From an optimization exercise on the open Yosys and OpenROAD flow, aimed at small area, a short achievable clock period and few clock cycles per item; shortcuts taken in it are not production practice.
At most, simulation tests tie the RTL to the original design; equivalence was not proved.
The RTL of runs 1 to 3 was laid out without a check of its function.
Power and IR drop assume default switching activity.

$ cat flow/design.v
module div(
    input                               clk,
    input                               resetn,
    input                               signed_div_i,
    input   [31:0]                   operand1_i,
    input   [31:0]                   operand2_i,
    input                               start_i,
    input                               annul_i,
    output  reg[63:0]          result_o,
    output  reg                         ready_o
);
localparam S_IDLE = 3'd0;
localparam S_NEG  = 3'd1;
localparam S_NORM = 3'd2;
localparam S_ITER = 3'd3;
localparam S_DONE = 3'd4;
reg [2:0]  state;
reg [31:0] rem;       
reg [32:0] dsr;       
reg [31:0] quo;
reg [4:0]  cnt;
reg [4:0]  lz_a;      
reg [4:0]  lz_b;      
wire sa_in = signed_div_i & operand1_i[31];
wire sb_in = signed_div_i & operand2_i[31];
wire b_zero = ~|operand2_i;
wire [32:0] b_ext = {sb_in, operand2_i};
wire neg_in = sa_in ^ sb_in;          
genvar k, i;
function [4:0] lzc32;
    input [31:0] v;
    input        s;
    reg [7:0] nz;
    reg [7:0] oh;
    reg [3:0] nb;
    reg [2:0] hi;
    integer n;
    begin
        for (n = 0; n < 8; n = n + 1)
            nz[n] = s ? ~&v[4*n +: 4] : |v[4*n +: 4];
        for (n = 0; n < 8; n = n + 1)
            oh[n] = nz[n] & ~|(nz >> (n + 1));
        nb = 4'd0;
        hi = 3'd0;
        for (n = 0; n < 8; n = n + 1) begin
            nb = nb | ({4{oh[n]}} & v[4*n +: 4]);
            hi = hi | ({3{oh[n]}} & (3'd7 - n[2:0]));
        end
        nb = nb ^ {4{s}};
        lzc32 = {hi, ~nb[3] & ~nb[2], ~nb[3] & (nb[2] | ~nb[1])};
    end
endfunction
wire [31:0] wa = sa_in ? {~operand1_i[30:0], 1'b1} : operand1_i;
wire [31:0] wb = {operand2_i[31:1], ~sb_in};
wire [7:0] nz_a, nz_b, nz_b_above;
generate
    for (k = 0; k < 8; k = k + 1) begin : nib
        assign nz_a[k] = |wa[4*k+3:4*k];
        assign nz_b[k] = sb_in ? ~&wb[4*k+3:4*k] : |wb[4*k+3:4*k];
        if (k == 7) begin : top
            assign nz_b_above[k] = 1'b0;
        end else begin : below
            assign nz_b_above[k] = |nz_b[7:k+1];
        end
    end
endgenerate
wire small_in = ~|(nz_a & ~nz_b_above);
wire [4:0] sg = lz_b & ~lz_a;
wire [4:0] sp = lz_b | ~lz_a;
wire [4:0] sc;      
assign sc[0] = 1'b1;
assign sc[1] = sg[0] | sp[0];
assign sc[2] = sg[1] | sp[1] & (sg[0] | sp[0]);
assign sc[3] = sg[2] | sp[2] & sg[1] | sp[2] & sp[1] & (sg[0] | sp[0]);
assign sc[4] = sg[3] | sp[3] & sg[2] | sp[3] & sp[2] & sg[1]
             | sp[3] & sp[2] & sp[1] & (sg[0] | sp[0]);
wire [4:0] first = (lz_b ^ sc) ^ ~lz_a;
wire        sa = sa_in;          
wire        neg_q = neg_in;      
wire        rem_s = sa & rem[31];
wire [33:0] x = {rem_s, rem_s, rem};
wire [33:0] y = ~{dsr[32], dsr};
wire [33:0] g0 = x & y;
wire [33:0] p0 = x | y;
wire [33:0] gg [0:6];
wire [33:0] pp [0:6];
assign gg[0] = g0;
assign pp[0] = p0;
generate
    for (k = 0; k < 6; k = k + 1) begin : ks
        for (i = 0; i < 34; i = i + 1) begin : kb
            if (i >= (1 << k)) begin : comb
                assign gg[k+1][i] = gg[k][i] | (pp[k][i] & gg[k][i - (1 << k)]);
                assign pp[k+1][i] = pp[k][i] & pp[k][i - (1 << k)];
            end else begin : pass
                assign gg[k+1][i] = gg[k][i];
                assign pp[k+1][i] = pp[k][i];
            end
        end
    end
endgenerate
wire [33:0] gt = gg[6];
wire [33:0] pt = pp[6];
wire [33:0] carry = {gt[32:0] | pt[32:0], 1'b1};
wire [33:0] sum = (x ^ carry) ^ y;
wire neg_le = (x[33] ^ gt[32]) ^ y[33];
wire take = sa ? neg_le : ~sum[33];
wire [32:0] sh [0:5];
assign sh[0] = dsr;
generate
    for (k = 0; k < 5; k = k + 1) begin : shs
        assign sh[k+1] = first[k] ? {sh[k][32 - (1 << k):0], {(1 << k){1'b0}}} : sh[k];
    end
endgenerate
always @(*) begin
    result_o = {rem[31:0], quo};
    ready_o  = (state == S_DONE);
end
always @(posedge clk) begin
    lz_a  <= lzc32(wa, 1'b0);
    lz_b  <= lzc32(wb, sb_in);
    case (state)
        S_IDLE:  dsr <= b_ext;
        S_NEG:   dsr <= sum[32:0];      
        S_NORM:  dsr <= sh[5];
        default: dsr <= {dsr[32], dsr[32:1]};
    endcase
    if (state == S_NORM) cnt <= first;
    else                 cnt <= cnt - 5'd1;
    case (state)
        S_IDLE:  quo <= 32'd0;
        S_NEG:   quo <= 32'd0;
        S_NORM:  quo <= {32{neg_q & take}};
        default: quo <= {quo[30:0], take ^ neg_q};
    endcase
    case (state)
        S_IDLE:  rem <= (b_zero | neg_in & ~small_in) ? 32'd0 : operand1_i;
        S_NEG:   rem <= operand1_i;
        S_NORM:  if (take & neg_q) rem <= sum[31:0];
        S_ITER:  if (take) rem <= sum[31:0];
        default: ;
    endcase
    if (resetn == 1'b0) begin
        state <= S_IDLE;
    end else begin
        case (state)
            S_IDLE: begin
                if (start_i && !annul_i) begin
                    if (b_zero | small_in) state <= S_DONE;
                    else if (neg_in)       state <= S_NEG;
                    else                   state <= S_NORM;
                end
            end
            S_NEG:  state <= annul_i ? S_IDLE : S_NORM;
            S_NORM: begin
                if (annul_i)    state <= S_IDLE;
                else if (!take) state <= S_DONE;     
                else            state <= S_ITER;
            end
            S_ITER: begin
                if (annul_i)           state <= S_IDLE;
                else if (cnt == 5'd0)  state <= S_DONE;
            end
            default: state <= S_IDLE;
        endcase
    end
end
endmodule
$ cat flow/config.mk
export PLATFORM = sky130hd
export DESIGN_NAME = div
export DESIGN_NICKNAME = div
export VERILOG_FILES = /design/flow/design.v
export SDC_FILE = /design/flow/constraint.sdc
export NUM_CORES = 8
export LEC_CHECK = 0
export CAP_MARGIN = 20
export CORE_MARGIN = 2
export CORE_UTILIZATION = 55
export CTS_BUF_LIST = sky130_fd_sc_hd__clkbuf_8
export SETUP_SLACK_MARGIN = 1.5
export SLEW_MARGIN = 20
$ cat flow/constraint.sdc
create_clock -name core_clock -period 5.0 [get_ports {clk}]
set_input_delay 1.0000 -clock core_clock [delete_from_list [all_inputs] [get_ports {clk}]]
set_output_delay 1.0000 -clock core_clock [all_outputs]
set_load 0.01 [all_outputs]
$ cat flow/flow/run.sh
#!/bin/bash
# The standard layout, with the ports buffered by buf_2 cells.
set -euo pipefail
bash standard.sh "BUFFER_PORTS_ARGS=-buffer_cell sky130_fd_sc_hd__buf_2" finish > standard_flow.log 2>&1
$ cat flow/standard.sh
#!/bin/bash
# synth_recipe.tcl (not shown) runs the flow's synth.tcl, then flattens the netlist and writes it again
# the make line also repeats each setting of config.mk as NAME=value (left out here)
make -C /OpenROAD-flow-scripts/flow DESIGN_CONFIG=/design/flow/config.mk WORK_HOME=/design/flow/orfs CLKGATE_MAP_FILE= SYNTH_SCRIPT=/design/flow/synth_recipe.tcl "${@:-finish}"
==> impl_metrics.tcl, run 1 <==
set metrics [dict create \
    status "complete, no violations" \
    relSlewSlack_pct 42.64 \
    syn_nets 1249 \
    p_per_area_nw_per_um2 578.2 \
    min_period_over_period_pct 69.42 \
    finalCriticalPeriod_ns 3.471 \
    synth_seq_cells 115 \
    placed_area_um2 10480 \
    place_hpwl_um 27400 \
    synth_area_um2 9599 \
    ys_async_sr_fraction_pct 0 \
    clockBufferDepth 2 \
    grt_max_degree 45 \
    clkSlewWorstSetupHoldPaths_ns 0.10 \
    grt_pass1_vias 9492 \
    hold_viol_final 0 \
    cts_sinks 115 \
    start_util_pct 55.89 \
    final_nets 1404 \
    io-pin-count 134 \
    hold_class "flip-flop to flip-flop" \
    rows 48 \
    whs_path_depth 1 \
    seqCellArea_um2 2673 \
    design_area_um2 11700 \
    grt.total_usage_pct 39.54 \
    crit_path_end_kind "flip-flop" \
    cts_root_buf "clkbuf_8" \
    ir_drop_mv 0.3055 \
    vias 10490 \
    leakage_nw 5.004 \
    finClkSkew_ns 0.01581 \
    fmax_mhz 288.1 \
    die_area_um2 18530 \
    num_antenna_cells 0 \
    maxSlewViolCount 0 \
    setup_violations 0 \
    fp.dieW_um 136.1 \
    insertion_delay_ns 0.47 \
    layout-drive-gt1-share_pct 27.82 \
    cts_tree "yes" \
    reg2reg_depth 10 \
    cts_hold_buf 0 \
    yosysUniqueCellTypes 100 \
    numCtsBuffers 17 \
    detail-route-antenna-nets 0 \
    p_int_mw 3.454 \
    cp.arrival_ns 3.72 \
    fillers 1467 \
    p_seq_share_pct 23.3 \
    rsz0062_at_grt "yes" \
    multiInputGateArea_um2 6848 \
    synth_common_cells "nand2_1, nor2_1, o21ai_0" \
    die_h_um 136.1 \
    comb_power_share_pct 63.1 \
    finalSetupTns_ns 0 \
    avgSynthCellArea_um2 8.183 \
    area_growth_pct 21.87 \
    crit_path_start_kind "flip-flop" \
    grt_pass1_wl_um 54770 \
    synth.area.top_cells "dfxtp_1, edfxtp_1, nand2_1" \
    p_sw_share_pct 48.94 \
    first_iter_violations 1490 \
    portBuffers 133 \
    yosysMostFrequentCell "nand2_1" \
    postSynthCellCount 1173 \
    drc 0 \
    required_ns 5.25 \
    worstSetupPathType "flip-flop to flip-flop" \
    htree_levels 4 \
    crit_fanout 9 \
    dr.pass1.iters 6 \
    place_congestion 1.049 \
    wl_per_cell_um 23.69 \
    wirelength_um 37090 \
    ys_warn_count 1 \
    maxCapViolations 0 \
    grt_remaining_overflow 0 \
    viasPerCell 6.700 \
    antenna_found_initial 1 \
    synth_ff_type "dfxtp_1" \
    synth_edf_count 34 \
    worstMarginPinSlew_ns 0.8592 \
    synth_top_cell_by_area "dfxtp_1" \
    synth-seq-area-share_pct 27.53 \
    power_frac_clock_pct 13.6 \
    post-route-util_pct 68.11 \
    switchingPower_mw 3.310 \
    yosysTopAreaCellShare_pct 16.89 \
    core_um2 17180 \
]
sequential cells by signal, summed over array words and instances (netlist names):
register and cells:
cnt 5, dsr 33, lz_a 5, lz_b 5, quo 32, rem 32
state 3
critical path: stages, from the launching register on:
cell      delay, ns
dfxtp_1        0.33
inv_1          0.06
ha_4           0.15
maj3_1         0.33
maj3_1         0.46
maj3_1         0.44
xnor2_2        0.21
nand2b_1       0.37
nor2_1         0.45
nand4b_1       0.22
and2_1         0.22
power by group through the flow:
stage	clock, mW	sequential [mW]	combinational, mW
after global placement	0	1.58	3.52
after detailed placement	0	1.59	3.53
after floorplan	0	1.52	2.59
after CTS	0.920	1.56	3.95
after global routing	0.964	1.61	4.54
final	0.919	1.58	4.27
metal layers:
layer	track usage, %	vias to the layer above	share of wire [%]
li1	-	4720	-
met1	53.21	4958	40
met2	58.99	696	43
met3	12.04	116	13
met4	16.32	2	4.3
met5	0	-	0.035
area by class of cell:
type / instances / share of cell area, %
multi-input cells: 941 / 58.53
flip-flops and latches: 115 / 22.84
repair buffers: 205 / 11.17
well taps: 225 / 2.406
clock buffers: 17 / 2.000
inverters: 48 / 1.540
clock inverters: 15 / 1.508
cell usage in the layout (no fill, tap or decap), types with 12 or more instances in the layout:
cell and instances:
a21oi_1 60, nand2_1 130, nand4_1 17, nand2b_1 23
dfxtp_2 12, a211oi_1 12, a22o_1 22, a21o_1 34
a221oi_1 18, mux4_2 16, inv_1 46, clkbuf_8 17
dfxtp_1 65, edfxtp_1 34, o21ai_0 73, xor2_1 15
nor2_1 97, mux2i_1 43, xnor2_1 31, maj3_1 18
buf_2 131, nor2b_1 27, buf_4 64, nor4_1 16
nor3_1 22
repair_timing:
action / CTS / global route
endpoints found under the setup margin: 72 / 78
setup buffers: 31 / 14
resized for setup: 74 / 37
pin swaps: 17 / 14
gates cloned: 1 / 1
final timing paths:
kind	start	end	slack, ns
worst min-delay path	quo[23]	quo[24]	0.44
worst max-delay path	lz_b[0]	dsr[32]	1.53
worst min register to register	quo[23]	quo[24]	0.44
worst max register to register	lz_b[0]	dsr[32]	1.53
kinds of logic (layout without fill, tap and decap cells):
| kind of cell | Yosys count | count (layout) | share of synthesized area [%] |
|---|---|---|---|
| AND/OR/NAND/NOR | 427 | 427 | 22.22 |
| adder cells (fa/ha/maj) | 32 | 32 | 3.637 |
| multiplexers | 71 | 71 | 10.09 |
| buffers and inverters | 117 | 285 | 5.344 |
| XOR/XNOR | 51 | 51 | 4.653 |
| AO/OA/AOI/OAI | 360 | 360 | 26.53 |
| flip-flops | 115 | 115 | 27.53 |
metrics by stage:
step	instances	power [mW]	hold slack [ns]	setup slack, ns
global placement	1487	5.103	0.4248	1.034
global route	1566	7.113	0.4665	1.448
detailed placement	1487	5.126	0.4317	0.9217
finish	1566	6.764	0.4443	1.529
floorplan	1173	4.115	0.4386	0.9801
CTS	1551	6.423	0.4515	1.506
==> run 2: changes to the inputs <==
--- a/flow/design.v
+++ b/flow/design.v
@@ -22,4 +22,6 @@
 reg [4:0]  lz_a;      
 reg [4:0]  lz_b;      
+reg        sa;        
+reg        sb;        
 wire sa_in = signed_div_i & operand1_i[31];
 wire sb_in = signed_div_i & operand2_i[31];
@@ -76,34 +78,10 @@
              | sp[3] & sp[2] & sp[1] & (sg[0] | sp[0]);
 wire [4:0] first = (lz_b ^ sc) ^ ~lz_a;
-wire        sa = sa_in;          
-wire        neg_q = neg_in;      
+wire        neg_q = sa ^ sb;     
 wire        rem_s = sa & rem[31];
 wire [33:0] x = {rem_s, rem_s, rem};
-wire [33:0] y = ~{dsr[32], dsr};
-wire [33:0] g0 = x & y;
-wire [33:0] p0 = x | y;
-wire [33:0] gg [0:6];
-wire [33:0] pp [0:6];
-assign gg[0] = g0;
-assign pp[0] = p0;
-generate
-    for (k = 0; k < 6; k = k + 1) begin : ks
-        for (i = 0; i < 34; i = i + 1) begin : kb
-            if (i >= (1 << k)) begin : comb
-                assign gg[k+1][i] = gg[k][i] | (pp[k][i] & gg[k][i - (1 << k)]);
-                assign pp[k+1][i] = pp[k][i] & pp[k][i - (1 << k)];
-            end else begin : pass
-                assign gg[k+1][i] = gg[k][i];
-                assign pp[k+1][i] = pp[k][i];
-            end
-        end
-    end
-endgenerate
-wire [33:0] gt = gg[6];
-wire [33:0] pt = pp[6];
-wire [33:0] carry = {gt[32:0] | pt[32:0], 1'b1};
-wire [33:0] sum = (x ^ carry) ^ y;
-wire neg_le = (x[33] ^ gt[32]) ^ y[33];
-wire take = sa ? neg_le : ~sum[33];
+wire [33:0] y = {dsr[32], dsr};
+wire [33:0] sum = x - y;
+wire take = sa ? ($signed(x) <= $signed(y)) : ($signed(x) >= $signed(y));
 wire [32:0] sh [0:5];
 assign sh[0] = dsr;
@@ -120,4 +98,6 @@
     lz_a  <= lzc32(wa, 1'b0);
     lz_b  <= lzc32(wb, sb_in);
+    sa    <= sa_in;
+    sb    <= sb_in;
     case (state)
         S_IDLE:  dsr <= b_ext;
==> run 2 against run 1 <==
Effect of this change:
- still clean
- critical path type unchanged
- clock power grew 0.9%
- cell area shrank 5.8%
- sequential power down 11%
- total power down 14%
- setup slack lost 0.044 ns
==> impl_metrics.tcl, run 2 <==
set metrics [dict create \
    p_per_area_nw_per_um2 529.7 \
    r2r_setup_slack_ns 1.48 \
    synth_top_cell_by_area "dfxtp_1" \
    synth_seq_cells 117 \
    hold_class "flip-flop to flip-flop" \
    wl_per_cell_um 24.62 \
    htree_levels 4 \
    required_ns 5.25 \
    rsz0062_at_grt "yes" \
    viasPerCell 6.751 \
    status "complete, no violations" \
    portBuffers 133 \
    grt_pass1_wl_um 53100 \
    fillers 1450 \
    largestRegisters "dsr: 33 flops, quo: 32 flops, rem: 32 flops" \
    finalCriticalPeriod_ns 3.516 \
    antenna_found_initial 0 \
    hold_path_end "quo[21]" \
    vias 9823 \
    place_hpwl_um 27250 \
    regMostFlops "dsr" \
    layout-drive-gt1-share_pct 25.34 \
    ys_async_sr_fraction_pct 0 \
    hold_start "quo[20]" \
    clkSlewWorstSetupHoldPaths_ns 0.10 \
    leakage_nw 4.963 \
    seqCellArea_um2 2696 \
    yosysUniqueCellTypes 83 \
    start_util_pct 56.45 \
    place_congestion 0.9795 \
    cp.arrival_ns 3.76 \
    r2r_end "rem[16]" \
    crit_fanout 7 \
    final_common_cell "buf_2" \
    hold_viol_final 0 \
    layout_common_cells "buf_2, nand2_1, a21oi_1" \
    io-pin-count 134 \
    cts_tree "yes" \
    setup_violations 0 \
    area_growth_pct 17.70 \
    synth_ff_type "dfxtp_1" \
    grt.total_usage_pct 39.09 \
    largest_register_ffs 33 \
    yosysMostFrequentCell "nand2_1" \
    setup_ws_ns 1.484 \
    fmax_mhz 284.4 \
    grt_remaining_overflow 0 \
    detail-route-antenna-nets 0 \
    synth_area_um2 9361 \
    worstSetupPathType "flip-flop to flip-flop" \
    synth.area.top_cells "dfxtp_1, edfxtp_1, mux2i_1" \
    numCtsBuffers 17 \
    ys_warn_count 1 \
    reg2reg_depth 15 \
    rows 47 \
    syn_nets 1213 \
    finalSetupTns_ns 0 \
    maxSlewViolCount 0 \
    relSlewSlack_pct 28.12 \
    yosysTopAreaCellShare_pct 17.75 \
    insertion_delay_ns 0.48 \
    drc 0 \
    crit_path_end_kind "flip-flop" \
    cts_sinks 117 \
    whs_path_depth 1 \
    synth_common_cells "nand2_1, dfxtp_1, a21oi_1" \
    synth-seq-area-share_pct 28.66 \
    cts_root_buf "clkbuf_8" \
    die_h_um 134.5 \
    finClkSkew_ns 0.01879 \
    wirelength_um 35820 \
    fp.dieW_um 134.5 \
    clockBufferDepth 2 \
    core_um2 16580 \
    avgSynthCellArea_um2 8.472 \
    grt_pass1_vias 9090 \
    synth_edf_count 34 \
    ir_drop_mv 0.2726 \
    num_antenna_cells 0 \
    min_period_over_period_pct 70.31 \
    final_nets 1330 \
    hold-worst-slack_ns 0.4446 \
    first_iter_violations 1246 \
    dr.pass1.iters 8 \
    crit_path_start_kind "flip-flop" \
    worstMarginPinSlew_ns 1.078 \
    postSynthCellCount 1105 \
    grt_max_degree 51 \
    dp_slack_ns 0.7198 \
    r2r_start "dsr[15]" \
    maxCapViolations 0 \
    die_area_um2 18080 \
    multiInputGateArea_um2 6486 \
]
-- run 2: cell count changes in the layout (fill, tap and decap cells not counted), moves of 14 or more --
| cell | previous run | this run |
|---|---|---|
| nor2_1 | 97 | 66 |
| o21ai_0 | 73 | 56 |
| buf_4 | 64 | 31 |
| a22o_1 | 22 | 7 |
| nand2_1 | 130 | 100 |
| ha_1 | 3 | 19 |
| mux2i_1 | 43 | 59 |
| a21o_1 | 34 | 48 |
| a21oi_1 | 60 | 77 |
| nand3_1 | 10 | 25 |
| xnor2_1 | 31 | 16 |
| maj3_1 | 18 | 0 |
| a22o_2 | 1 | 22 |
| nor2b_1 | 27 | 11 |
-- run 2: repair_timing --
item | 4_1_cts | 5_1_grt
setup endpoints to repair | 78 | 76
pin swaps | 7 | 8
hold buffers | 0 | 0
resized for setup | 30 | 33
cloned | 2 | 0
setup buffers | 9 | 10
-- run 2: through the flow --
stage	cells	util, %	cell area, um^2	power, mW
6_report	1455	66.44	11020	5.836
5_1_grt	1455	66.44	11020	6.114
4_1_cts	1445	65.23	10820	5.591
3_5_place_dp	1402	61.16	10140	4.506
3_3_place_gp	1402	61.16	10140	4.492
2_1_floorplan	1105	-	9369	3.559
-- run 2: how the worst max path moves through the flow --
stage	depth (start not counted)	startpoint	slack, ns	endpoint
5_1_grt	15	dsr[8]	1.35	rem[15]
4_1_cts	15	dsr[20]	1.50	rem[16]
3_3_place_gp	12	rem[1]	0.89	rem[23]
3_5_place_dp	12	rem[1]	0.72	rem[23]
2_1_floorplan	12	rem[1]	1.56	rem[0]
6_report	15	dsr[15]	1.48	rem[16]
-- run 2: cell type report --
type / instances / area share [%]
clock buffer: 17 / 2.124
tap: 220 / 2.498
timing repair buffer: 166 / 8.517
inverter: 55 / 1.874
clock inverter: 15 / 1.647
sequential: 117 / 24.47
multi-input combinational: 865 / 58.87
-- run 2: critical path, cell delays in order (launching register included) --
cell,delay [ns]
dfxtp_4,0.40
inv_1,0.07
ha_2,0.40
nand2_1,0.15
o211ai_1,0.24
a21oi_1,0.13
or2_2,0.34
nor4_4,0.29
o211a_1,0.26
nor2_2,0.06
ha_2,0.20
nor3b_2,0.20
nor2_2,0.07
buf_4,0.18
o21a_4,0.14
buf_4,0.16
-- run 2: where the power goes --
part / internal [mW] / leakage [nW] / switching, mW
registers: 1.21 / 1.06 / 0.190
logic: 1.36 / 3.70 / 2.14
clock network: 0.388 / 0.211 / 0.539
total: 2.96 / 4.96 / 2.87
-- run 2: layer usage --
metal	track usage (%)	vias to the layer above	share of wire, %	routed length, um
met5	0	-	0	0
met4	17.89	0	4.7	1699
met3	9.047	111	12	4328
met2	58.79	662	44	15680
met1	53.57	4593	39	14120
li1	-	4457	-	-
-- run 2: cell families (layout without fill, tap and decap cells) --
group | Yosys count | in the layout | synth area share, %
compound gates | 375 | 377 | 28.79
xor+xnor | 36 | 36 | 3.515
fa+ha+maj | 39 | 39 | 5.373
buf+inv | 125 | 253 | 5.373
flops | 117 | 117 | 28.66
mux | 81 | 81 | 10.63
simple gates | 332 | 332 | 17.67
==> run 3: changes to the inputs <==
--- a/flow/config.mk
+++ b/flow/config.mk
@@ -10,4 +10,4 @@
 export CORE_UTILIZATION = 55
 export CTS_BUF_LIST = sky130_fd_sc_hd__clkbuf_8
-export SETUP_SLACK_MARGIN = 1.5
+export SETUP_SLACK_MARGIN = 1.8
 export SLEW_MARGIN = 20
==> run 3 against run 2 <==
Effect of this change:
- final cell count up 1.3%
- setup slack better by 0.16 ns
- combinational power up 11%
- core utilization up 3.8 points
- cell area up 5.7%
- global-route usage up 0.30 points
- count of clock-buffer cells in the layout unchanged
- via count up 3.2%
- wire length up 3.7%
- synthesized cell count unchanged
- total power up 7.3%
- sequential share of layout area down 1.2 points
- highest routed layer unchanged
==> impl_metrics.tcl, run 3 <==
set metrics [dict create \
    detail-route-antenna-nets 0 \
    dp_slack_ns 1.168 \
    synth_area_um2 9361 \
    ys_warn_count 1 \
    drc 0 \
    maxSlewViolCount 0 \
    power_mw 6.264 \
    hold_start "quo[20]" \
    min_period_over_period_pct 67.16 \
    clockBufferDepth 2 \
    cts_root_buf "clkbuf_8" \
    postSynthCellCount 1105 \
    io-pin-count 134 \
    synth_common_cells "nand2_1, dfxtp_1, a21oi_1" \
    final_common_cell "buf_2" \
    cts_sinks 117 \
    wl_per_cell_um 25.19 \
    crit_path_start_kind "flip-flop" \
    worstSetupPathType "flip-flop to flip-flop" \
    grt_pass1_wl_um 53840 \
    regMostFlops "dsr" \
    layout-drive-gt1-share_pct 30.65 \
    largest_register_ffs 33 \
    ir_drop_mv 0.3339 \
    die_h_um 134.5 \
    fp.dieW_um 134.5 \
    fillers 1363 \
    p_per_area_nw_per_um2 538.0 \
    insertion_delay_ns 0.47 \
    first_iter_violations 1336 \
    portBuffers 133 \
    synth_edf_count 34 \
    avgSynthCellArea_um2 8.472 \
    crit_buf_inv 3 \
    r2r_start "dsr[16]" \
    die_area_um2 18080 \
    synth_seq_cells 117 \
    crit_slowest_cell "dfxtp_2" \
    maxCapViolations 0 \
    grt.total_usage_pct 39.39 \
    grt_max_degree 44 \
    htree_levels 4 \
    syn_nets 1213 \
    yosysMostFrequentCell "nand2_1" \
    leakage_nw 5.100 \
    clkSlewWorstSetupHoldPaths_ns 0.10 \
    finClkSkew_ns 0.01767 \
    synth-seq-area-share_pct 28.66 \
    wirelength_um 37130 \
    rsz0062_at_grt "yes" \
    start_util_pct 56.45 \
    crit_fanout 8 \
    setup_violations 0 \
    antenna_found_initial 0 \
    yosysTopAreaCellShare_pct 17.75 \
    worstMarginPinSlew_ns 1.125 \
    ys_async_sr_fraction_pct 0 \
    critPathMaxStageDelay_ns 0.37 \
    cts_tree "yes" \
    numCtsBuffers 17 \
    layout_common_cells "buf_2, nand2_1, a21oi_1" \
    yosysUniqueCellTypes 83 \
    crit_family "simple AND/OR/NAND/NOR gates" \
    place_hpwl_um 26900 \
    place_congestion 1.005 \
    finalCriticalPeriod_ns 3.358 \
    area_growth_pct 24.36 \
    largestRegisters "dsr: 33 flops, quo: 32 flops, rem: 32 flops" \
    dr.pass1.iters 9 \
    hold_viol_final 0 \
    viasPerCell 6.877 \
    rows 47 \
    grt_remaining_overflow 0 \
    crit_start "dsr[16]" \
    crit_path_end_kind "flip-flop" \
    synth.area.top_cells "dfxtp_1, edfxtp_1, mux2i_1" \
    finalSetupTns_ns 0 \
    final_nets 1348 \
    fmax_mhz 297.8 \
    core_um2 16580 \
    crit_chain "inv_1 -> ha_4 -> nand4_1 -> o211ai_1 -> a21oi_1 -> or2_2 -> nor4_4 -> buf_4 -> o211a_4 -> nor2_4 -> ha_2 -> nor3b_2 -> nor2_2 -> buf_6 -> o21a_4" \
    hold_class "flip-flop to flip-flop" \
    cp.arrival_ns 3.56 \
    synth_ff_type "dfxtp_1" \
    grt_pass1_vias 9221 \
    vias 10140 \
    synth_top_cell_by_area "dfxtp_1" \
    required_ns 5.21 \
    relSlewSlack_pct 24.45 \
    status "complete, no violations" \
    setup_ws_ns 1.642 \
]
[run 3: per-layer routing]
layer	share of wire, %	vias to the layer above	global-route usage (%)
met2	43	785	58.39
met4	5.9	0	21.64
li1	-	4514	-
met1	38	4677	52.73
met5	0	-	0
met3	13	161	9.835
[run 3: cell type report]
type / count / area [um^2] / area share (%)
diodes: 1 / 2.502 / 0.02149
clock buffers: 17 / 234.0 / 2.010
clock inverters: 15 / 177.7 / 1.526
inverters: 55 / 206.4 / 1.773
multi-input cells: 866 / 6889 / 59.17
flip-flops and latches: 117 / 2705 / 23.23
well taps: 220 / 275.3 / 2.364
repair buffers: 183 / 1152 / 9.898
[run 3: stage by stage]
stage	cell area [um^2]	instances	hold slack, ns	utilization [%]
after global placement	10190	1400	0.4262	61.45
after detailed placement	10190	1400	0.4300	61.45
final	11640	1474	0.4501	70.21
after global routing	11640	1473	0.4683	70.19
after CTS	10990	1447	0.4526	66.27
after floorplan	9443	1105	0.4387	-
[run 3: kinds of logic after synthesis]
kind of cell	share of synthesized area (%)
AND/OR/NAND/NOR	17.67
adder cells (fa/ha/maj)	5.373
XOR/XNOR	3.515
flip-flops	28.66
buffers and inverters	5.373
multiplexers	10.63
AO/OA/AOI/OAI	28.79
[run 3: worst paths after layout]
path	endpoint	slack [ns]	cells after the start
min reg2reg	quo[21]	0.45	1
max reg2reg	rem[26]	1.64	15
max	rem[26]	1.64	15
min	quo[21]	0.45	1
[run 3: power by group]
part           total (mW)  switching, mW  leakage [nW]  internal [mW]
combinational        3.89           2.29          3.84           1.60
clock               0.941          0.517         0.203          0.424
sequential           1.43          0.213          1.06           1.22
[run 3: what timing repair did]
action | CTS | global route
endpoints found under the setup margin | 122 | 117
pin swaps | 12 | 25
hold buffers | 0 | 0
gates cloned | 3 | 3
resized for setup | 61 | 89
buffers inserted | 12 | 23
[run 3: worst reg2reg max path: stages, from the launching register on]
cell	delay, ns
dfxtp_2	0.37
inv_1	0.11
ha_4	0.34
nand4_1	0.19
o211ai_1	0.14
a21oi_1	0.12
or2_2	0.34
nor4_4	0.27
buf_4	0.19
o211a_4	0.18
nor2_4	0.04
ha_2	0.20
nor3b_2	0.20
nor2_2	0.05
buf_6	0.17
o21a_4	0.18
==> run 4: changes to the inputs <==
--- a/flow/design.v
+++ b/flow/design.v
@@ -78,10 +78,34 @@
              | sp[3] & sp[2] & sp[1] & (sg[0] | sp[0]);
 wire [4:0] first = (lz_b ^ sc) ^ ~lz_a;
+wire       first0 = (lz_b == lz_a);     
 wire        neg_q = sa ^ sb;     
 wire        rem_s = sa & rem[31];
-wire [33:0] x = {rem_s, rem_s, rem};
-wire [33:0] y = {dsr[32], dsr};
-wire [33:0] sum = x - y;
-wire take = sa ? ($signed(x) <= $signed(y)) : ($signed(x) >= $signed(y));
+wire [32:0] x = {rem_s, rem};
+wire [32:0] y = ~dsr;
+wire [32:0] g0 = x & y;
+wire [32:0] p0 = x | y;
+wire [32:0] gg [0:6];
+wire [32:0] pp [0:6];
+assign gg[0] = g0;
+assign pp[0] = p0;
+generate
+    for (k = 0; k < 6; k = k + 1) begin : ks
+        for (i = 0; i < 33; i = i + 1) begin : kb
+            if (i >= (1 << k)) begin : comb
+                assign gg[k+1][i] = gg[k][i] | (pp[k][i] & gg[k][i - (1 << k)]);
+                assign pp[k+1][i] = pp[k][i] & pp[k][i - (1 << k)];
+            end else begin : pass
+                assign gg[k+1][i] = gg[k][i];
+                assign pp[k+1][i] = pp[k][i];
+            end
+        end
+    end
+endgenerate
+wire [32:0] gt = gg[6];
+wire [32:0] pt = pp[6];
+wire [32:0] carry = {gt[31:0] | pt[31:0], 1'b1};
+wire [32:0] sum = (x ^ carry) ^ y;
+wire neg_le = (x[32] ^ gt[31]) ^ y[32];
+wire take = sa ? neg_le : ~sum[32];
 wire [32:0] sh [0:5];
 assign sh[0] = dsr;
@@ -111,5 +135,5 @@
         S_IDLE:  quo <= 32'd0;
         S_NEG:   quo <= 32'd0;
-        S_NORM:  quo <= {32{neg_q & take}};
+        S_NORM:  quo <= {{31{neg_q & take}}, take & (neg_q | first0)};
         default: quo <= {quo[30:0], take ^ neg_q};
     endcase
@@ -117,5 +141,5 @@
         S_IDLE:  rem <= (b_zero | neg_in & ~small_in) ? 32'd0 : operand1_i;
         S_NEG:   rem <= operand1_i;
-        S_NORM:  if (take & neg_q) rem <= sum[31:0];
+        S_NORM:  if (take & (neg_q | first0)) rem <= sum[31:0];
         S_ITER:  if (take) rem <= sum[31:0];
         default: ;
@@ -136,4 +160,5 @@
                 if (annul_i)    state <= S_IDLE;
                 else if (!take) state <= S_DONE;     
+                else if (first0) state <= S_DONE;    
                 else            state <= S_ITER;
             end
==> flow/flow/run.sh (replaced) <==
#!/bin/bash
# The standard layout, with the ports buffered by buf_2 cells and a clock tree
# without dummy loads.
set -euo pipefail
bash standard.sh "BUFFER_PORTS_ARGS=-buffer_cell sky130_fd_sc_hd__buf_2" \
  "CTS_ARGS=-sink_clustering_enable -repair_clock_nets -dont_use_dummy_load -buf_list sky130_fd_sc_hd__clkbuf_8" \
  finish > standard_flow.log 2>&1
--- a/flow/config.mk
+++ b/flow/config.mk
@@ -8,6 +8,5 @@
 export CAP_MARGIN = 20
 export CORE_MARGIN = 2
-export CORE_UTILIZATION = 55
-export CTS_BUF_LIST = sky130_fd_sc_hd__clkbuf_8
-export SETUP_SLACK_MARGIN = 1.8
+export CORE_UTILIZATION = 50
+export SETUP_SLACK_MARGIN = 1.5
 export SLEW_MARGIN = 20
==> run 4 against run 3 <==
Effect of this change:
- flip-flop and latch count unchanged
- non-clock buffer count decreased by 14
- register-to-register slack got worse by 0.03 ns
- critical endpoint is now rem[25]
- die area increased by 14%
- maximum frequency decreased by 1.6%
==> impl_metrics.tcl, run 4 <==
set metrics [dict create \
    cts_root_buf "clkbuf_8" \
    synth.area.top_cells "dfxtp_1, edfxtp_1, mux2i_1" \
    critPathMaxStageDelay_ns 0.39 \
    largest_register_ffs 33 \
    relSlewSlack_pct 37.73 \
    rows 51 \
    avgSynthCellArea_um2 7.827 \
    fp.dieW_um 143.7 \
    die_h_um 143.7 \
    finalSetupTns_ns 0 \
    required_ns 5.27 \
    synth_area_um2 9752 \
    layout-drive-gt1-share_pct 17.66 \
    r2r_start "lz_b[0]" \
    numCtsBuffers 17 \
    io-pin-count 134 \
    hold_path_end "quo[21]" \
    rsz0062_at_grt "no" \
    yosysUniqueCellTypes 94 \
    crit_fanout 13 \
    cts_tree "yes" \
    final_common_cell "buf_2" \
    portBuffers 133 \
    grt_pass1_vias 9459 \
    finalCriticalPeriod_ns 3.411 \
    finClkSkew_ns 0.04525 \
    htree_levels 4 \
    clkSlewWorstSetupHoldPaths_ns 0.09 \
    maxSlewViolCount 0 \
    regMostFlops "dsr" \
    crit_chain "buf_2 -> nand2_2 -> inv_2 -> mux2_2 -> nand4_1 -> inv_1 -> and4_1 -> a221o_1 -> a21bo_2 -> a21oi_4 -> buf_4 -> nand2_1 -> o31ai_1" \
    status "complete, no violations" \
    crit_buf_inv 4 \
    hold_class "flip-flop to flip-flop" \
    reg2reg_depth 13 \
    cts_sinks 117 \
    num_antenna_cells 0 \
    yosysTopAreaCellShare_pct 17.04 \
    clockBufferDepth 2 \
    synth_top_cell_by_area "dfxtp_1" \
    insertion_delay_ns 0.47 \
    whs_path_depth 1 \
    place_hpwl_um 29710 \
    layout_common_cells "buf_2, nand2_1, nor2_1" \
    core_um2 19270 \
    antenna_found_initial 0 \
    setup_ws_ns 1.589 \
    synth_edf_count 34 \
    synth_ff_type "dfxtp_1" \
    place_congestion 1.029 \
    r2r_setup_slack_ns 1.61 \
    crit_slowest_cell "mux2_2" \
    ir_drop_mv 0.2144 \
    crit_path_start_kind "input port" \
    first_iter_violations 984 \
    ys_warn_count 1 \
    setup_violations 0 \
    area_growth_pct 13.87 \
    grt_remaining_overflow 0 \
    postSynthCellCount 1246 \
    final_nets 1454 \
    leakage_nw 4.894 \
    p_per_area_nw_per_um2 563.2 \
    dp_slack_ns 0.8765 \
    synth_common_cells "nand2_1, nor2_1, dfxtp_1" \
    drc 0 \
    fmax_mhz 293.2 \
    grt.total_usage_pct 36.47 \
    hold_viol_final 0 \
    start_util_pct 50.60 \
    grt_max_degree 56 \
    synth-seq-area-share_pct 27.51 \
    crit_path_end_kind "flip-flop" \
    wirelength_um 37730 \
    dr.pass1.iters 8 \
    crit_family "compound AO/OA/AOI/OAI gates" \
    r2r_end "dsr[27]" \
    syn_nets 1328 \
    min_period_over_period_pct 68.22 \
    ys_async_sr_fraction_pct 0 \
    vias 10320 \
    hold_start "quo[20]" \
    worstSetupPathType "input port to flip-flop" \
    synth_seq_cells 117 \
    detail-route-antenna-nets 0 \
    wl_per_cell_um 23.07 \
    maxCapViolations 0 \
    worstSetupPathDepth 13 \
    cp.arrival_ns 3.68 \
    largestRegisters "dsr: 33 flops, quo: 32 flops, rem: 32 flops" \
    grt_pass1_wl_um 56300 \
    yosysMostFrequentCell "nand2_1" \
    viasPerCell 6.311 \
    die_area_um2 20640 \
    worstMarginPinSlew_ns 0.9331 \
]
[run 4: cells by family after synthesis]
family,after synthesis,share of synthesized area (%)
xor gates and xnor gates,51,4.580
buffers and inverters,121,5.055
DFF,117,27.51
and+or+nand+nor,463,23.60
adders and majority gates,39,4.426
AOI/OAI and AO/OA,374,26.12
muxes,81,8.712
[run 4: metal layers]
metal | wire length (um) | GRT usage [%] | up-vias | share of wire [%]
li1 | - | - | 4832 | -
met1 | 15920 | 49.56 | 4854 | 42
met4 | 1257 | 12.75 | 0 | 3.3
met3 | 3959 | 9.297 | 93 | 10
met5 | 0 | 0 | - | 0
met2 | 16590 | 56.24 | 539 | 44
[run 4: layout make-up]
cell class	count	area, um^2
fill	1929	8167
multi-input combinational	1008	6678
sequential	117	2684
timing repair buffer	169	955.9
tap	265	331.6
clock buffer	17	234.0
inverter	59	221.5
[run 4: worst register-to-register path: stages (launching register included)]
cell	delay [ns]
dfxtp_1	0.29
inv_1	0.05
ha_2	0.19
inv_1	0.07
fa_2	0.73
inv_1	0.09
buf_6	0.19
mux2i_1	0.17
mux2i_1	0.24
mux2i_1	0.17
a221oi_2	0.29
o21a_1	0.23
or4b_1	0.44
and3_1	0.16
[run 4: worst max path at each step]
| stage | start | end | slack [ns] |
|---|---|---|---|
| 6_report | signed_div_i | rem[25] | 1.59 |
| 5_1_grt | lz_b[0] | dsr[27] | 1.50 |
| 3_3_place_gp | signed_div_i | rem[29] | 0.95 |
| 2_1_floorplan | rem[28] | rem[0] | 1.52 |
| 4_1_cts | dsr[0] | quo[12] | 1.51 |
| 3_5_place_dp | signed_div_i | rem[25] | 0.88 |
[run 4: per-stage QoR]
| step | total power [mW] | hold WS [ns] | util (%) | cell area [um^2] | cells |
|---|---|---|---|---|---|
| 2_1_floorplan | 4.169 | 0.4384 | - | 9769 | 1246 |
| 3_3_place_gp | 5.336 | 0.4270 | 55.45 | 10690 | 1604 |
| 3_5_place_dp | 5.344 | 0.4323 | 55.45 | 10690 | 1604 |
| 4_1_cts | 6.076 | 0.4280 | 57.01 | 10990 | 1625 |
| 5_1_grt | 6.653 | 0.4374 | 57.62 | 11100 | 1635 |
| 6_report | 6.254 | 0.4238 | 57.62 | 11100 | 1635 |
[run 4: timing repair]
action | CTS | global route
endpoints found under the setup margin | 83 | 81
hold buffers | 0 | 0
pin swaps | 3 | 5
buffers inserted | 4 | 10
gates resized for setup | 8 | 12
[run 4: power by group]
group          switching [mW]  internal, mW  total, mW
sequential              0.363          1.28       1.64
clock                   0.364         0.298      0.662
combinational            2.43          1.52       3.95
total                    3.15          3.10       6.25
Testbench counts of run 4, summed over its fixed seeds: cycles 71,183, divisions 8,000.
==> run 5: changes to the inputs <==
--- a/flow/config.mk
+++ b/flow/config.mk
@@ -8,5 +8,5 @@
 export CAP_MARGIN = 20
 export CORE_MARGIN = 2
-export CORE_UTILIZATION = 50
-export SETUP_SLACK_MARGIN = 1.5
+export CORE_UTILIZATION = 55
+export SETUP_SLACK_MARGIN = 1.9
 export SLEW_MARGIN = 20
==> run 5 against run 4 <==
Effect of this change:
- total power increased by 10%
- critical endpoint is now quo[16]
- synthesized area stayed put
- sequential share of layout area shrank 2.1 points
- clock skew is 0.015 ns lower
- first-iteration DRC count is 21% higher
- maximum frequency rose by 6.1%
- largest cell class unchanged
- non-clock buffer count increased by 39
- highest routed layer unchanged
- die area decreased by 8.8%
- worst hold slack better by 0.023 ns
- final cell count hardly changed
- critical path depth grew 2
==> impl_metrics.tcl, run 5 <==
set metrics [dict create \
    place_congestion 1.020 \
    synth_ff_type "dfxtp_1" \
    worstMarginPinSlew_ns 1.101 \
    grt_max_degree 51 \
    required_ns 5.33 \
    htree_levels 4 \
    finalSetupTns_ns 0 \
    crit_path_end_kind "flip-flop" \
    finClkSkew_ns 0.03002 \
    min_period_over_period_pct 64.28 \
    detail-route-antenna-nets 0 \
    cts_root_buf "clkbuf_8" \
    fillers 1478 \
    rows 48 \
    fmax_mhz 311.2 \
    portBuffers 133 \
    start_util_pct 56.38 \
    final_common_cell "buf_2" \
    grt_pass1_vias 9831 \
    postSynthCellCount 1246 \
    clockBufferDepth 2 \
    leakage_nw 5.329 \
    grt_remaining_overflow 0 \
    ys_async_sr_fraction_pct 0 \
    avgSynthCellArea_um2 7.827 \
    synth-seq-area-share_pct 27.51 \
    num_antenna_cells 0 \
    die_h_um 137.2 \
    fp.dieW_um 137.2 \
    dr.pass1.iters 8 \
    yosysUniqueCellTypes 94 \
    syn_nets 1328 \
    ir_drop_mv 0.4592 \
    finalCriticalPeriod_ns 3.214 \
    synth_common_cells "nand2_1, nor2_1, dfxtp_1" \
    yosysMostFrequentCell "nand2_1" \
    layout_common_cells "buf_2, nor2_1, nand2_1" \
    largest_register_ffs 33 \
    vias 10880 \
    io-pin-count 134 \
    synth_top_cell_by_area "dfxtp_1" \
    ys_warn_count 1 \
    maxCapViolations 0 \
    cp.arrival_ns 3.54 \
    maxSlewViolCount 0 \
    wl_per_cell_um 23.81 \
    cts_sinks 117 \
    worstSetupPathType "flip-flop to flip-flop" \
    grt_pass1_wl_um 55460 \
    wirelength_um 38910 \
    crit_fanout 16 \
    relSlewSlack_pct 26.61 \
    hold_class "flip-flop to flip-flop" \
    viasPerCell 6.657 \
    synth.area.top_cells "dfxtp_1, edfxtp_1, mux2i_1" \
    regMostFlops "dsr" \
    synth_area_um2 9752 \
    post-route-util_pct 70.41 \
    hold-worst-slack_ns 0.4471 \
    grt.total_usage_pct 39.60 \
    first_iter_violations 1195 \
    place_hpwl_um 28150 \
    core_um2 17300 \
    rsz0062_at_grt "yes" \
    synth_edf_count 34 \
    insertion_delay_ns 0.45 \
    drc 0 \
    hold_viol_final 0 \
    status "complete, no violations" \
    dp.cells 1564 \
    numCtsBuffers 17 \
    cts_tree "yes" \
    fin_cells 1634 \
    die_area_um2 18810 \
    p_per_area_nw_per_um2 564.9 \
    yosysTopAreaCellShare_pct 17.04 \
    setup_violations 0 \
    final_nets 1493 \
    layout-drive-gt1-share_pct 26.47 \
    clkSlewWorstSetupHoldPaths_ns 0.08 \
    synth_seq_cells 117 \
    power_mw 6.879 \
    antenna_found_initial 0 \
    crit_path_start_kind "flip-flop" \
    area_growth_pct 24.88 \
    largestRegisters "dsr: 33 flops, quo: 32 flops, rem: 32 flops" \
]
[run 5: cell counts after synthesis]
Identical to the previous run, type by type.
[run 5: metal layers]
metal / part of all wire [%] / global-route usage [%]
met2: 43 / 60.95
met4: 5.1 / 15.69
met5: 0 / 0
met1: 39 / 53.01
met3: 13 / 10.15
[run 5: cells by family after synthesis]
| family | Yosys count | share of synthesized area (%) |
|---|---|---|
| AO/OA/AOI/OAI | 374 | 26.12 |
| XOR/XNOR | 51 | 4.580 |
| adder cells (fa/ha/maj) | 39 | 4.426 |
| buffers and inverters | 121 | 5.055 |
| flip-flops | 117 | 27.51 |
| multiplexers | 81 | 8.712 |
| AND/OR/NAND/NOR | 463 | 23.60 |
[run 5: worst max-delay path: stages (launching register included)]
cell,delay [ns]
edfxtp_1,0.46
ha_4,0.22
nor2_2,0.11
o41ai_2,0.09
maj3_2,0.36
a211oi_4,0.28
o221ai_4,0.19
a221oi_2,0.28
nor2_1,0.06
nand4_1,0.22
buf_4,0.17
inv_2,0.04
ha_2,0.16
and2_4,0.16
buf_12,0.15
a21o_1,0.16
[run 5: layout make-up]
type / instances / area, um^2 / area share [%]
inverter: 59 / 230.2 / 1.890
sequential: 117 / 2689 / 22.08
multi-input combinational: 1008 / 7238 / 59.44
tap: 225 / 281.5 / 2.312
timing repair buffer: 208 / 1505 / 12.36
clock buffer: 17 / 234.0 / 1.921
[run 5: worst paths after layout]
kind,startpoint,end,slack (ns),depth (start not counted)
worst min-delay path,quo[27],quo[28],0.45,1
worst max register to register,rem[0],quo[16],1.79,15
worst min register to register,quo[27],quo[28],0.45,1
worst max-delay path,rem[0],quo[16],1.79,15
[run 5: stage by stage]
stage	setup slack, ns	area, um^2
finish	1.786	12180
global route	1.716	12180
detailed placement	0.9062	10710
global placement	0.9708	10710
floorplan	1.717	9849
CTS	1.866	11530
[run 5: power breakdown]
part	internal [mW]	total, mW	switching, mW	leakage, nW
sequential	1.28	1.65	0.366	1.06
combinational	1.86	4.59	2.74	4.15
clock	0.298	0.637	0.339	0.122
total	3.44	6.88	3.44	5.33
[run 5: repair_timing]
action                                  in CTS  in global routing
pin swaps                                   16                 19
hold buffers                                 0                  0
buffers inserted                            30                 15
gates resized for setup                     61                107
endpoints found under the setup margin     106                113
cloned                                       3                  5
==> run 6: changes to the inputs <==
--- a/flow/config.mk
+++ b/flow/config.mk
@@ -9,4 +9,4 @@
 export CORE_MARGIN = 2
 export CORE_UTILIZATION = 55
-export SETUP_SLACK_MARGIN = 1.9
+export SETUP_SLACK_MARGIN = 1.8
 export SLEW_MARGIN = 20
==> run 6 against run 5 <==
Effect of this change:
- clock skew increased by 0.0090 ns
- die area did not move
- cell area down 2.0%
- non-clock buffer count decreased by 2
- flip-flop and latch count is the same
- largest cell class unchanged
- largest power group unchanged
==> impl_metrics.tcl, run 6 <==
set metrics [dict create \
    grt_remaining_overflow 0 \
    yosysMostFrequentCell "nand2_1" \
    fmax_mhz 307.8 \
    worstSetupPathType "flip-flop to flip-flop" \
    place_hpwl_um 28010 \
    power_mw 6.716 \
    wirelength_um 38620 \
    vias 10870 \
    wl_per_cell_um 23.67 \
    grt_pass1_wl_um 54670 \
    grt.total_usage_pct 38.96 \
    detail-route-antenna-nets 0 \
    fp.dieW_um 137.2 \
    synth_top_cell_by_area "dfxtp_1" \
    yosysUniqueCellTypes 94 \
    ys_warn_count 1 \
    dp_slack_ns 0.9414 \
    synth_seq_cells 117 \
    critPathMaxStageDelay_ns 0.45 \
    layout-drive-gt1-share_pct 23.95 \
    cts_sinks 117 \
    cts_tree "yes" \
    crit_slowest_cell "nor4_1" \
    setup_violations 0 \
    finalCriticalPeriod_ns 3.249 \
    synth.area.top_cells "dfxtp_1, edfxtp_1, mux2i_1" \
    numCtsBuffers 17 \
    final_common_cell "buf_2" \
    dr.pass1.iters 9 \
    die_h_um 137.2 \
    io-pin-count 134 \
    relSlewSlack_pct 23.34 \
    grt_pass1_vias 9527 \
    crit_chain "nor2b_2 -> nor2_1 -> nor4_1 -> nor3_2 -> a21bo_4 -> a21boi_4 -> or4_1 -> nand4_1 -> buf_4 -> a211oi_4 -> buf_6 -> clkbuf_16" \
    maxCapViolations 0 \
    largest_register_ffs 33 \
    finClkSkew_ns 0.03900 \
    required_ns 5.15 \
    crit_buf_inv 3 \
    synth-seq-area-share_pct 27.51 \
    layout_common_cells "buf_2, nand2_1, nor2_1" \
    regMostFlops "dsr" \
    clockBufferDepth 2 \
    yosysTopAreaCellShare_pct 17.04 \
    leakage_nw 5.225 \
    rsz0062_at_grt "yes" \
    start_util_pct 56.38 \
    synth_common_cells "nand2_1, nor2_1, dfxtp_1" \
    crit_family "simple AND/OR/NAND/NOR gates" \
    synth_ff_type "dfxtp_1" \
    hold_start "quo[18]" \
    maxSlewViolCount 0 \
    avgSynthCellArea_um2 7.827 \
    num_antenna_cells 0 \
    crit_start "rem[4]" \
    die_area_um2 18810 \
    finalSetupTns_ns 0 \
    cp.arrival_ns 3.40 \
    htree_levels 4 \
    crit_fanout 8 \
    synth_edf_count 34 \
    fillers 1492 \
    antenna_found_initial 0 \
    cts_root_buf "clkbuf_8" \
    status "complete, no violations" \
    r2r_start "rem[4]" \
    largestRegisters "dsr: 33 flops, quo: 32 flops, rem: 32 flops" \
    rows 48 \
    place_congestion 1.015 \
    area_growth_pct 22.38 \
    hold_class "flip-flop to flip-flop" \
    viasPerCell 6.662 \
    insertion_delay_ns 0.46 \
    clkSlewWorstSetupHoldPaths_ns 0.09 \
    first_iter_violations 1267 \
    portBuffers 133 \
    worstMarginPinSlew_ns 1.150 \
    setup_ws_ns 1.751 \
    synth_area_um2 9752 \
    p_per_area_nw_per_um2 562.8 \
    crit_path_start_kind "flip-flop" \
    drc 0 \
    crit_path_end_kind "flip-flop" \
    core_um2 17300 \
    r2r_setup_slack_ns 1.75 \
    syn_nets 1328 \
    ys_async_sr_fraction_pct 0 \
    final_nets 1491 \
    grt_max_degree 52 \
    hold_viol_final 0 \
    min_period_over_period_pct 64.98 \
    ir_drop_mv 0.3489 \
    postSynthCellCount 1246 \
]
-- run 6: cell count changes in the layout (fill, tap and decap cells not counted), sizes merged --
cell,previous run,this run
inv,58,57
clkinvlp,1,2
clkbuf,22,23
buf,203,200
-- run 6: final cells by class --
class | count | area, um^2 | area share, %
multi-input cells | 1008 | 7074 | 59.28
flip-flops and latches | 117 | 2689 | 22.53
clock buffers | 17 | 234.0 | 1.961
inverters | 59 | 234.0 | 1.961
well taps | 225 | 281.5 | 2.359
repair buffers | 206 | 1421 | 11.91
-- run 6: timing repair --
item | in CTS | in global routing
hold buffers | 0 | 0
setup buffers | 21 | 23
resized for setup | 30 | 84
pin swaps | 9 | 16
endpoints found under the setup margin | 108 | 111
gates cloned | 2 | 6
-- run 6: stage by stage --
| stage | cell area [um^2] | utilization [%] | std cells | hold slack [ns] |
|---|---|---|---|---|
| floorplan | 9849 | - | 1246 | 0.4384 |
| global placement | 10700 | 61.86 | 1563 | 0.4267 |
| CTS | 11260 | 65.12 | 1603 | 0.4322 |
| global route | 11930 | 69.00 | 1632 | 0.4539 |
| finish | 11930 | 69.00 | 1632 | 0.4326 |
| detailed placement | 10700 | 61.86 | 1563 | 0.4316 |
-- run 6: worst reg2reg max path, delay by kind of cell, from the launching register on --
family                 cells  cell delay (ns)
buffers and inverters      3             0.56
DFF                        1             0.44
AOI/OAI and AO/OA          3             0.72
and+or+nand+nor            6             1.24
-- run 6: metal layers --
metal | GRT usage (%) | up-vias | routed length [um]
li1 | - | 4916 | -
met2 | 60.50 | 755 | 17030
met1 | 52.80 | 5089 | 15120
met4 | 12.94 | 0 | 1515
met3 | 9.889 | 113 | 4959
met5 | 0 | - | 0
-- run 6: logic make-up after synthesis --
family	count (synthesis)	share of synthesized area, %
muxes	81	8.712
and+or+nand+nor	463	23.60
xor gates and xnor gates	51	4.580
adders and majority gates	39	4.426
DFF	117	27.51
AOI/OAI and AO/OA	374	26.12
buffers and inverters	121	5.055
-- run 6: final timing paths --
path / end / cells past startpoint
hold / removal: quo[19] / 1
hold reg to reg: quo[19] / 1
setup reg to reg: rem[0] / 12
setup / recovery: rem[0] / 12
-- run 6: where the power goes --
| group | switching [mW] | leakage [nW] | internal, mW | total [mW] |
|---|---|---|---|---|
| sequential | 0.366 | 1.06 | 1.28 | 1.65 |
| combinational | 2.67 | 4.05 | 1.76 | 4.43 |
| clock | 0.340 | 0.122 | 0.298 | 0.638 |
==> run 7: changes to the inputs <==
--- a/flow/config.mk
+++ b/flow/config.mk
@@ -9,4 +9,4 @@
 export CORE_MARGIN = 2
 export CORE_UTILIZATION = 55
-export SETUP_SLACK_MARGIN = 1.8
+export SETUP_SLACK_MARGIN = 1.5
 export SLEW_MARGIN = 20
==> run 7 against run 6 <==
Effect of this change:
- non-clock buffer count shrank 38
- worst hold slack gained 0.0024 ns
- core utilization shrank 4.8 points
- count of clock-buffer cells in the layout is the same
- register-to-register slack lost 0.16 ns
- total power shrank 6.6%
- via count shrank 5.1%
- die area is the same
- synthesized area is the same
- setup slack lost 0.16 ns
==> impl_metrics.tcl, run 7 <==
set metrics [dict create \
    dp_slack_ns 0.9668 \
    largestRegisters "dsr: 33 flops, quo: 32 flops, rem: 32 flops" \
    r2r_end "rem[24]" \
    yosysTopAreaCellShare_pct 17.04 \
    largest_register_ffs 33 \
    maxCapViolations 0 \
    hold_class "flip-flop to flip-flop" \
    min_period_over_period_pct 68.11 \
    leakage_nw 4.895 \
    worstSetupPathType "flip-flop to flip-flop" \
    crit_path_end_kind "flip-flop" \
    drc 0 \
    cp.arrival_ns 3.68 \
    insertion_delay_ns 0.47 \
    vias 10310 \
    postSynthCellCount 1246 \
    finalSetupTns_ns 0 \
    synth_edf_count 34 \
    p_seq_share_pct 26.3 \
    synth_common_cells "nand2_1, nor2_1, dfxtp_1" \
    synth_top_cell_by_area "dfxtp_1" \
    hold_path_end "quo[29]" \
    final_common_cell "buf_2" \
    ys_async_sr_fraction_pct 0 \
    die_area_um2 18810 \
    rows 48 \
    htree_levels 4 \
    core_um2 17300 \
    comb_power_share_pct 63.5 \
    viasPerCell 6.471 \
    first_iter_violations 1283 \
    status "complete, no violations" \
    yosysMostFrequentCell "nand2_1" \
    cts_root_buf "clkbuf_8" \
    crit_fanout 4 \
    cts_sinks 117 \
    synth_ff_type "dfxtp_1" \
    portBuffers 133 \
    multiInputGateArea_um2 6726 \
    syn_nets 1328 \
    crit_path_start_kind "flip-flop" \
    post-route-util_pct 64.18 \
    grt_pass1_wl_um 53350 \
    gr-usage-met2_pct 58.43 \
    hold_viol_final 0 \
    required_ns 5.27 \
    p_int_mw 3.078 \
    switchingPower_mw 3.194 \
    hold_start "quo[28]" \
    cts_hold_buf 0 \
    synth-seq-area-share_pct 27.51 \
    grt.total_usage_pct 38.36 \
    r2r_start "rem[0]" \
    setup_ws_ns 1.595 \
    use_met3_pct 9.778 \
    dr.pass1.iters 7 \
    seqCellArea_um2 2685 \
    p_per_area_nw_per_um2 565.1 \
    place_hpwl_um 28390 \
    p_sw_share_pct 50.93 \
    relSlewSlack_pct 40.25 \
    wirelength_um 36370 \
    layout_common_cells "buf_2, nand2_1, nor2_1" \
    synth_seq_cells 117 \
    grtUsageMet1_pct 53.60 \
    ys_warn_count 1 \
    detail-route-antenna-nets 0 \
    r2r_setup_slack_ns 1.59 \
    finClkSkew_ns 0.04446 \
    die_h_um 137.2 \
    whs_path_depth 1 \
    final_nets 1453 \
    regMostFlops "dsr" \
    num_antenna_cells 0 \
    clockBufferDepth 2 \
    yosysUniqueCellTypes 94 \
    numCtsBuffers 17 \
    fillers 1593 \
    layout-drive-gt1-share_pct 17.75 \
    wl_per_cell_um 22.82 \
    antenna_found_initial 2 \
    synth.area.top_cells "dfxtp_1, edfxtp_1, mux2i_1" \
    area_growth_pct 13.83 \
    grt_remaining_overflow 0 \
    grt_pass1_vias 9157 \
    power_frac_clock_pct 10.2 \
    fp.dieW_um 137.2 \
    rsz0062_at_grt "yes" \
    cts_tree "yes" \
    finalCriticalPeriod_ns 3.405 \
    worstMarginPinSlew_ns 0.8963 \
    avgSynthCellArea_um2 7.827 \
    start_util_pct 56.38 \
    io-pin-count 134 \
    synth_area_um2 9752 \
    place_congestion 1.017 \
    ir_drop_mv 0.3620 \
    top_usage_layer "met2" \
    reg2reg_depth 11 \
    maxSlewViolCount 0 \
    setup_violations 0 \
    grt_max_degree 47 \
    fmax_mhz 293.7 \
    clkSlewWorstSetupHoldPaths_ns 0.09 \
]
==> run 7: cell types whose count changed in the layout (fill, tap and decap cells not counted), sizes merged <==
cell      previous run  this run
clkbuf              23        17
inv                 57        58
buf                200       168
clkinvlp             2         1
==> run 7: how the worst max path moves through the flow <==
stage	start	depth (start not counted)	slack (ns)	endpoint
floorplan	rem[28]	9	1.52	rem[0]
global placement	operand1_i[31]	11	1.03	rem[16]
detailed placement	operand1_i[31]	12	0.97	rem[8]
CTS	dsr[0]	11	1.51	rem[24]
global route	lz_a[0]	11	1.41	dsr[31]
finish	rem[0]	11	1.59	rem[24]
==> run 7: final cells by class <==
class / instances / share of cell area, %
tap: 225 / 2.536
clock buffer: 17 / 2.108
inverter: 59 / 2.029
multi-input combinational: 1008 / 60.60
sequential: 117 / 24.19
timing repair buffer: 168 / 8.544
==> run 7: repair_timing <==
| item | 4_1_cts | 5_1_grt |
|---|---|---|
| setup buffers | 2 | 12 |
| resized for setup | 7 | 19 |
| hold endpoints to repair | 0 | 0 |
| pin swaps | 5 | 8 |
| setup endpoints to repair | 86 | 97 |
==> run 7: cell families (layout without fill, tap and decap cells) <==
group | count (synthesis) | in the layout | share of synthesized area, %
AND/OR/NAND/NOR | 463 | 463 | 23.60
XOR/XNOR | 51 | 51 | 4.580
multiplexers | 81 | 81 | 8.712
AO/OA/AOI/OAI | 374 | 374 | 26.12
flip-flops | 117 | 117 | 27.51
buffers and inverters | 121 | 244 | 5.055
adder cells (fa/ha/maj) | 39 | 39 | 4.426
==> run 7: critical path, cell delays in order (launching register included) <==
cell and delay [ns]:
edfxtp_1 0.41, ha_1 0.24, nand2b_1 0.19, maj3_1 0.42, o211ai_1 0.22, nand4_1 0.14, buf_4 0.19, a211oi_4 0.33
a21oi_1 0.20, nor2_1 0.21, xnor2_1 0.35, a22o_1 0.33
==> run 7: power by group through the flow <==
| stage | Sequential (mW) | Combinational (mW) | Clock, mW |
|---|---|---|---|
| floorplan | 1.59 | 2.58 | 0 |
| global placement | 1.64 | 3.69 | 0 |
| detailed placement | 1.65 | 3.70 | 0 |
| CTS | 1.63 | 3.77 | 0.639 |
| global route | 1.68 | 4.26 | 0.677 |
| finish | 1.65 | 3.99 | 0.640 |
==> run 7: per-layer routing <==
metal  vias up  wire length [um]
li1       4835                 -
met1      4801             15410
met2       609             15760
met3        65              4285
met4         4               883
met5         -                23
==> run 7: metrics by stage <==
stage / hold slack [ns] / area [um^2] / std cells / power (mW)
after floorplan: 0.4384 / 9769 / 1246 / 4.169
after global placement: 0.4266 / 10640 / 1563 / 5.337
after detailed placement: 0.4323 / 10640 / 1563 / 5.349
after CTS: 0.4391 / 10920 / 1582 / 6.043
after global routing: 0.4479 / 11100 / 1594 / 6.615
final: 0.4350 / 11100 / 1594 / 6.273
==> run 8: changes to the inputs <==
--- a/flow/config.mk
+++ b/flow/config.mk
@@ -8,5 +8,5 @@
 export CAP_MARGIN = 20
 export CORE_MARGIN = 2
-export CORE_UTILIZATION = 55
-export SETUP_SLACK_MARGIN = 1.5
+export CORE_UTILIZATION = 60
+export SETUP_SLACK_MARGIN = 1.7
 export SLEW_MARGIN = 20
==> run 8 against run 7 <==
Effect of this change:
- sequential power is essentially flat
- largest power group unchanged
- synthesized area is the same
- sequential share of layout area shrank 0.54 points
- final cell count is essentially flat
==> impl_metrics.tcl, run 8 <==
set metrics [dict create \
    finalSetupTns_ns 0 \
    largest_register_ffs 33 \
    finClkSkew_ns 0.03756 \
    largestRegisters "dsr: 33 flops, quo: 32 flops, rem: 32 flops" \
    drc 0 \
    cts_tree "yes" \
    insertion_delay_ns 0.47 \
    final_common_cell "buf_2" \
    clockBufferDepth 2 \
    start_util_pct 61.39 \
    reg2reg_depth 13 \
    power_frac_clock_pct 10.3 \
    grt_pass1_wl_um 53090 \
    p_sw_share_pct 49.81 \
    p_int_mw 3.157 \
    synth-seq-area-share_pct 27.51 \
    ys_warn_count 1 \
    relSlewSlack_pct 43.94 \
    synth.area.top_cells "dfxtp_1, edfxtp_1, mux2i_1" \
    rows 46 \
    crit_path_end_kind "flip-flop" \
    ys_async_sr_fraction_pct 0 \
    die_h_um 131.5 \
    fillers 1337 \
    layout-drive-gt1-share_pct 20.39 \
    status "complete, no violations" \
    setup_violations 0 \
    r2r_start "rem[8]" \
    portBuffers 133 \
    dr.pass1.iters 9 \
    synth_ff_type "dfxtp_1" \
    place_congestion 1.035 \
    io-pin-count 134 \
    ir_drop_mv 0.3081 \
    grt_pass1_vias 9552 \
    synth_top_cell_by_area "dfxtp_1" \
    numCtsBuffers 17 \
    rsz0062_at_grt "yes" \
    switchingPower_mw 3.133 \
    required_ns 5.30 \
    setup_ws_ns 1.685 \
    design_area_um2 11360 \
    vias 10590 \
    hold_viol_final 0 \
    grt_max_degree 45 \
    avgSynthCellArea_um2 7.827 \
    synth_area_um2 9752 \
    min_period_over_period_pct 66.31 \
    cts_root_buf "clkbuf_8" \
    maxSlewViolCount 0 \
    placed_area_um2 10620 \
    postSynthCellCount 1246 \
    yosysTopAreaCellShare_pct 17.04 \
    leakage_nw 4.991 \
    detail-route-antenna-nets 0 \
    dp_slack_ns 0.7074 \
    wirelength_um 35980 \
    wl_per_cell_um 22.56 \
    synth_edf_count 34 \
    htree_levels 4 \
    grt_remaining_overflow 0 \
    layout_common_cells "buf_2, nand2_1, nor2_1" \
    whs_path_depth 1 \
    crit_start "operand1_i[24]" \
    syn_nets 1328 \
    regMostFlops "dsr" \
    hold_start "quo[27]" \
    cp.arrival_ns 3.62 \
    place_hpwl_um 27150 \
    cts_sinks 117 \
    core_um2 15890 \
    worstMarginPinSlew_ns 0.8332 \
    comb_power_share_pct 63.7 \
    viasPerCell 6.637 \
    worstSetupPathType "input port to flip-flop" \
    maxCapViolations 0 \
    first_iter_violations 1234 \
    antenna_found_initial 2 \
    fp.dieW_um 131.5 \
    synth_seq_cells 117 \
    p_seq_share_pct 26.0 \
    power_mw 6.290 \
    yosysUniqueCellTypes 94 \
    crit_path_start_kind "input port" \
    post-route-util_pct 71.54 \
    synth_common_cells "nand2_1, nor2_1, dfxtp_1" \
    clkSlewWorstSetupHoldPaths_ns 0.09 \
    finalCriticalPeriod_ns 3.315 \
    grt.total_usage_pct 39.53 \
    final_nets 1462 \
    crit_fanout 4 \
    fmax_mhz 301.6 \
    p_per_area_nw_per_um2 553.5 \
    yosysMostFrequentCell "nand2_1" \
    cts_hold_buf 0 \
    hold_class "flip-flop to flip-flop" \
    die_area_um2 17290 \
    area_growth_pct 16.54 \
]
## run 8: cell counts after synthesis
Identical to the previous run, type by type.
## run 8: per-layer routing
layer / share of wire, % / GRT usage [%] / vias up
met5: 0.036 / 0 / -
met4: 4.7 / 16.49 / 2
met3: 13 / 12.08 / 131
met2: 43 / 59.71 / 704
met1: 40 / 52.48 / 4901
li1: - / - / 4848
## run 8: critical path: stages
cell and delay, ns:
buf_2 0.15, or4_4 0.57, mux2i_4 0.21, a2111oi_4 0.10, or3_1 0.33, a221o_1 0.33
a21bo_2 0.25, a21oi_4 0.21, buf_4 0.16, nand2_1 0.17, o21ai_1 0.12
## run 8: final cells by class
type	count	area [um^2]	area share, %
repair inverters	1	7.507	0.06606
flip-flops and latches	117	2688	23.65
multi-input cells	1008	6860	60.37
well taps	216	270.3	2.378
repair buffers	176	1072	9.435
diodes	1	2.502	0.02202
clock buffers	17	234.0	2.059
inverters	59	230.2	2.026
## run 8: final timing paths
| path | endpoint | slack, ns |
|---|---|---|
| max | rem[21] | 1.68 |
| min | quo[28] | 0.44 |
| max reg2reg | quo[16] | 1.74 |
| min reg2reg | quo[28] | 0.44 |
## run 8: cells by family (layout without fill, tap and decap cells)
group | count (synthesis) | in the layout | synth area share [%]
AOI/OAI and AO/OA | 374 | 374 | 26.12
and+or+nand+nor | 463 | 463 | 23.60
buffers and inverters | 121 | 253 | 5.055
DFF | 117 | 117 | 27.51
adders and majority gates | 39 | 39 | 4.426
xor gates and xnor gates | 51 | 51 | 4.580
muxes | 81 | 81 | 8.712
other | 0 | 1 | 0
## run 8: power by group through the flow
stage / clock, mW / combinational (mW) / sequential (mW)
after floorplan: 0 / 2.60 / 1.59
after global placement: 0 / 3.57 / 1.63
after detailed placement: 0 / 3.60 / 1.63
after CTS: 0.642 / 3.73 / 1.62
after global routing: 0.680 / 4.30 / 1.67
final: 0.647 / 4.01 / 1.64
## run 8: what timing repair did
item / 4_1_cts / 5_1_grt
buffers inserted: 8 / 14
cloned: 1 / 2
resized for setup: 15 / 48
endpoints found under the setup margin: 105 / 113
pin swaps: 3 / 11
## run 8: metrics by stage
| stage | instances | hold slack (ns) |
|---|---|---|
| final | 1595 | 0.4417 |
| after global routing | 1594 | 0.4546 |
| after CTS | 1578 | 0.4364 |
| after detailed placement | 1552 | 0.4301 |
| after global placement | 1552 | 0.4254 |
| after floorplan | 1246 | 0.4384 |

[port drivers added, routing unchanged]
The results above use ideal ports. As a check the final layouts listed here were re-extracted and re-timed, cells and wires unchanged.
Step 1 sets driving cells, clkbuf_16 on the clock port and buf_2 on the other inputs (assumed; they add their load-dependent delay and slew).
Step 2 times the ports against the registers' clock, not the clock port: input delays grow and output delays shrink by t, the midpoint of the rising clock arrivals with the driver on.
a / b / c = no drivers / after step 1 / after step 2; a / b = the first two.
run	t (ns)	setup WS [ns]	worst setup path at the end	pins driven straight from the clock port
run 1	0.506	1.529 / 1.529 / 1.092	input to register	1
run 2	0.510	1.484 / 1.484 / 1.129	input to register	1
run 3	0.499	1.642 / 1.642 / 1.305	input to register	1
run 4	0.491	1.589 / 1.601 / 1.109	input to register	1
run 5	0.472	1.786 / 1.786 / 1.340	input to register	1
run 6	0.488	1.751 / 1.751 / 1.316	input to register	1
run 7	0.496	1.595 / 1.595 / 1.147	input to register	1
run 8	0.488	1.685 / 1.704 / 1.216	input to register	1
After both steps every run listed still meets setup and hold. The setup slack of run 4, which loses most, moves by +0.012 ns with the drivers and by -0.480 ns with both steps.
